This is an optimization exercise on Yosys and OpenROAD, whose aim is small area, a short achievable clock period and few clock cycles, not a production implementation.

==> module line_drawer, before the edit <==
module line_drawer (
    input             clk,
    input             rst_,
    input      [51:0] in_op,
    input             in_rts,
    output            in_rtr,
    output            v_valid,
    output     [15:0] v_grp,        
    output     [7:0]  v_mask,
    output     [11:0] v_col,
    input             v_take,
    output            busy
);
    localparam S_DIFF = 2'd1, S_ORDER = 2'd2, S_DRAW = 2'd3;
    reg        rdy;             
    reg [1:0]  state;
    reg [9:0]  x1, x2;
    reg [7:0]  y1, y2;
    reg [11:0] col;
    reg        xgt, ygt;
    reg        xmaj, mdec;
    reg [7:0]  cnt, m;          
    wire signed [8:0] err  = x2[8:0];
    wire [7:0]        dmag = y2;
    reg [7:0]  gmask;           
    reg  nrdy_o;
    assign in_rtr = !nrdy_o;
    wire drawing = !rdy && (state == S_DRAW);
    wire last    = (cnt == 8'd0);
    wire [7:0] pbit = 8'd1 << x1[2:0];
    wire leave   = last || !xmaj || !err[8] || (x1[2:0] == 3'd7);
    wire step    = drawing && (!leave || v_take);
    assign v_valid = drawing && leave;
    assign v_grp   = {1'b0, y1, x1[9:3]};
    assign v_mask  = gmask | pbit;
    assign v_col   = col;
    assign busy    = !rdy;
    wire [10:0] ddx = {1'b0, x2} - {1'b0, x1};    
    wire [9:0]  ndx = x1 - x2;
    wire [8:0]  ddy = {1'b0, y2} - {1'b0, y1};    
    wire [7:0]  ndy = y1 - y2;
    wire [8:0]  mmc = {1'b0, m} - {1'b0, cnt};
    wire [8:0]  cmm = {1'b0, cnt} - {1'b0, m};
    wire        dxge = !cmm[8];
    wire       swp  = dxge ? xgt : ygt;
    always @(posedge clk or negedge rst_) begin
        if (!rst_) begin
            rdy    <= 1'b1;
            nrdy_o <= 1'b0;
            state  <= S_DIFF;
        end else begin
            if (rdy) begin
                if (in_rts) begin
                    rdy    <= 1'b0;
                    nrdy_o <= 1'b1;
                    state  <= S_DIFF;
                end
            end else begin
                case (state)
                    S_DIFF:  state <= S_ORDER;
                    S_ORDER: state <= S_DRAW;
                    default: if (step && last) begin
                        rdy    <= 1'b1;
                        nrdy_o <= 1'b0;
                    end
                endcase
            end
        end
    end
    always @(posedge clk) begin
        if (rdy) begin
            if (in_rts) begin
                x1  <= in_op[51:42];
                y1  <= in_op[39:32];
                x2  <= in_op[31:22];
                y2  <= in_op[19:12];
                col <= in_op[11:0];
            end
        end else begin
            case (state)
                S_DIFF: begin
                    xgt <= ddx[10];
                    ygt <= ddy[8];
                    cnt <= ddx[10] ? ndx[7:0] : ddx[7:0];
                    m   <= ddy[8] ? ndy : ddy[7:0];
                end
                S_ORDER: begin
                    xmaj <= dxge;
                    if (swp) begin
                        x1 <= x2;
                        y1 <= y2;
                    end
                    mdec <= swp ^ (dxge ? ygt : xgt);
                    if (!dxge) begin
                        cnt <= m;
                        m   <= cnt;
                    end
                    x2    <= {1'b0, dxge ? (mmc) : (cmm)};
                    y2    <= dxge ? cmm[7:0] : mmc[7:0];
                    gmask <= 8'd0;
                end
                default: if (step) begin
                    gmask <= leave ? 8'd0 : (gmask | pbit);
                    if (!last) begin
                        cnt <= cnt - 8'd1;
                        if (xmaj) begin
                            x1 <= x1 + 10'd1;
                            if (!err[8]) y1 <= mdec ? y1 - 8'd1 : y1 + 8'd1;
                        end else begin
                            y1 <= y1 + 8'd1;
                            if (!err[8]) x1 <= mdec ? x1 - 10'd1 : x1 + 10'd1;
                        end
                        x2[8:0] <= err[8] ? err + {1'b0, m} : err - {1'b0, dmag};
                    end
                end
            endcase
        end
    end
endmodule
clock: 10.0 ns
lec_check: 0
cap_margin: 20
core_margin: 2
core_utilization: 40
cts_cluster_diameter: 100
cts_cluster_size: 20
slew_margin: 20
standard.sh (not shown) runs the stock make flow with config.mk's settings and CLKGATE_MAP_FILE= SYNTH_SCRIPT=/design/flow/synth_recipe.tcl, a recipe that flattens the netlist after the stock synthesis.
==> flow/flow/run.sh <==
#!/bin/bash
# The standard layout (standard.sh) with two repair settings changed:
#  - the port buffers are sky130_fd_sc_hd__buf_1 (buffer_ports picks
#    clkdlybuf4s50_1 by default, a slow delay cell);
set -euo pipefail
sed "s|CLKGATE_MAP_FILE= |CLKGATE_MAP_FILE= SETUP_SLACK_MARGIN=6.8 'BUFFER_PORTS_ARGS=-buffer_cell sky130_fd_sc_hd__buf_1' |" standard.sh > standard_tuned.sh
bash standard_tuned.sh > flow.log 2>&1
Change:
--- a/flow/design.v
+++ b/flow/design.v
@@ -13,5 +13,5 @@
     output            busy
 );
-    localparam S_DIFF = 2'd1, S_ORDER = 2'd2, S_DRAW = 2'd3;
+    localparam S_DIFF = 2'd0, S_ABS = 2'd1, S_ORDER = 2'd2, S_DRAW = 2'd3;
     reg        rdy;             
     reg [1:0]  state;
@@ -37,8 +37,6 @@
     assign v_col   = col;
     assign busy    = !rdy;
-    wire [10:0] ddx = {1'b0, x2} - {1'b0, x1};    
-    wire [9:0]  ndx = x1 - x2;
+    wire [8:0]  ddx = x2[8:0] - x1[8:0];          
     wire [8:0]  ddy = {1'b0, y2} - {1'b0, y1};    
-    wire [7:0]  ndy = y1 - y2;
     wire [8:0]  mmc = {1'b0, m} - {1'b0, cnt};
     wire [8:0]  cmm = {1'b0, cnt} - {1'b0, m};
@@ -59,5 +57,6 @@
             end else begin
                 case (state)
-                    S_DIFF:  state <= S_ORDER;
+                    S_DIFF:  state <= S_ABS;
+                    S_ABS:   state <= S_ORDER;
                     S_ORDER: state <= S_DRAW;
                     default: if (step && last) begin
@@ -81,8 +80,12 @@
             case (state)
                 S_DIFF: begin
-                    xgt <= ddx[10];
+                    xgt <= ddx[8];
                     ygt <= ddy[8];
-                    cnt <= ddx[10] ? ndx[7:0] : ddx[7:0];
-                    m   <= ddy[8] ? ndy : ddy[7:0];
+                    cnt <= ddx[7:0];
+                    m   <= ddy[7:0];
+                end
+                S_ABS: begin
+                    if (xgt) cnt <= 8'd0 - cnt;
+                    if (ygt) m   <= 8'd0 - m;
                 end
                 S_ORDER: begin
The changed run ran to the end with no violations.
Clock-buffer cell count shrinks by 3.
Setup slack got worse by 340 ps.
Hold slack improved by 25 ps.
Clock skew shrinks by 30 ps.
Global-route usage shrinks by 0.75 points.
Die area shrinks by 5.3%.
Cell count shrinks by 6.9%.
Cell area shrinks by 5.6%.
First-iteration DRC count shrinks by 27%.
Non-clock buffer count shrinks by 3.
Synthesized area shrinks by 5.4%.
No run of this note included a check of the RTL's function; only the layout flow was run.

-- static timing again, ports no longer ideal --
In the flow no input, the clock included, has a driving cell. The finished layouts below were timed again as built, in two steps. Step 1 assumes that a clkbuf_16 drives the clock port and a buf_2 every other input. Step 2 adds t to the input delays and takes it off the output delays; t is the mean of the earliest and latest rising clock arrival at the registers after step 1. Input paths then give back, and output paths get back, about the clock's delay inside the block. Three values: no drivers, after step 1, after step 2; two values: the first two.
run | t, ns | setup WS [ns] | worst register clock-pin slew, ns | pins driven straight from the clock port
the first run | 0.591 | 6.783 / 6.768 / 6.390 | 0.09 / 0.09 | 1
the second run | 0.571 | 6.443 / 6.443 / 6.443 | 0.09 / 0.09 | 1
After both steps setup and hold are still met in every run listed. For the first run, which loses most, drivers alone change the setup slack by -0.015 ns; drivers and shift together by -0.393 ns.
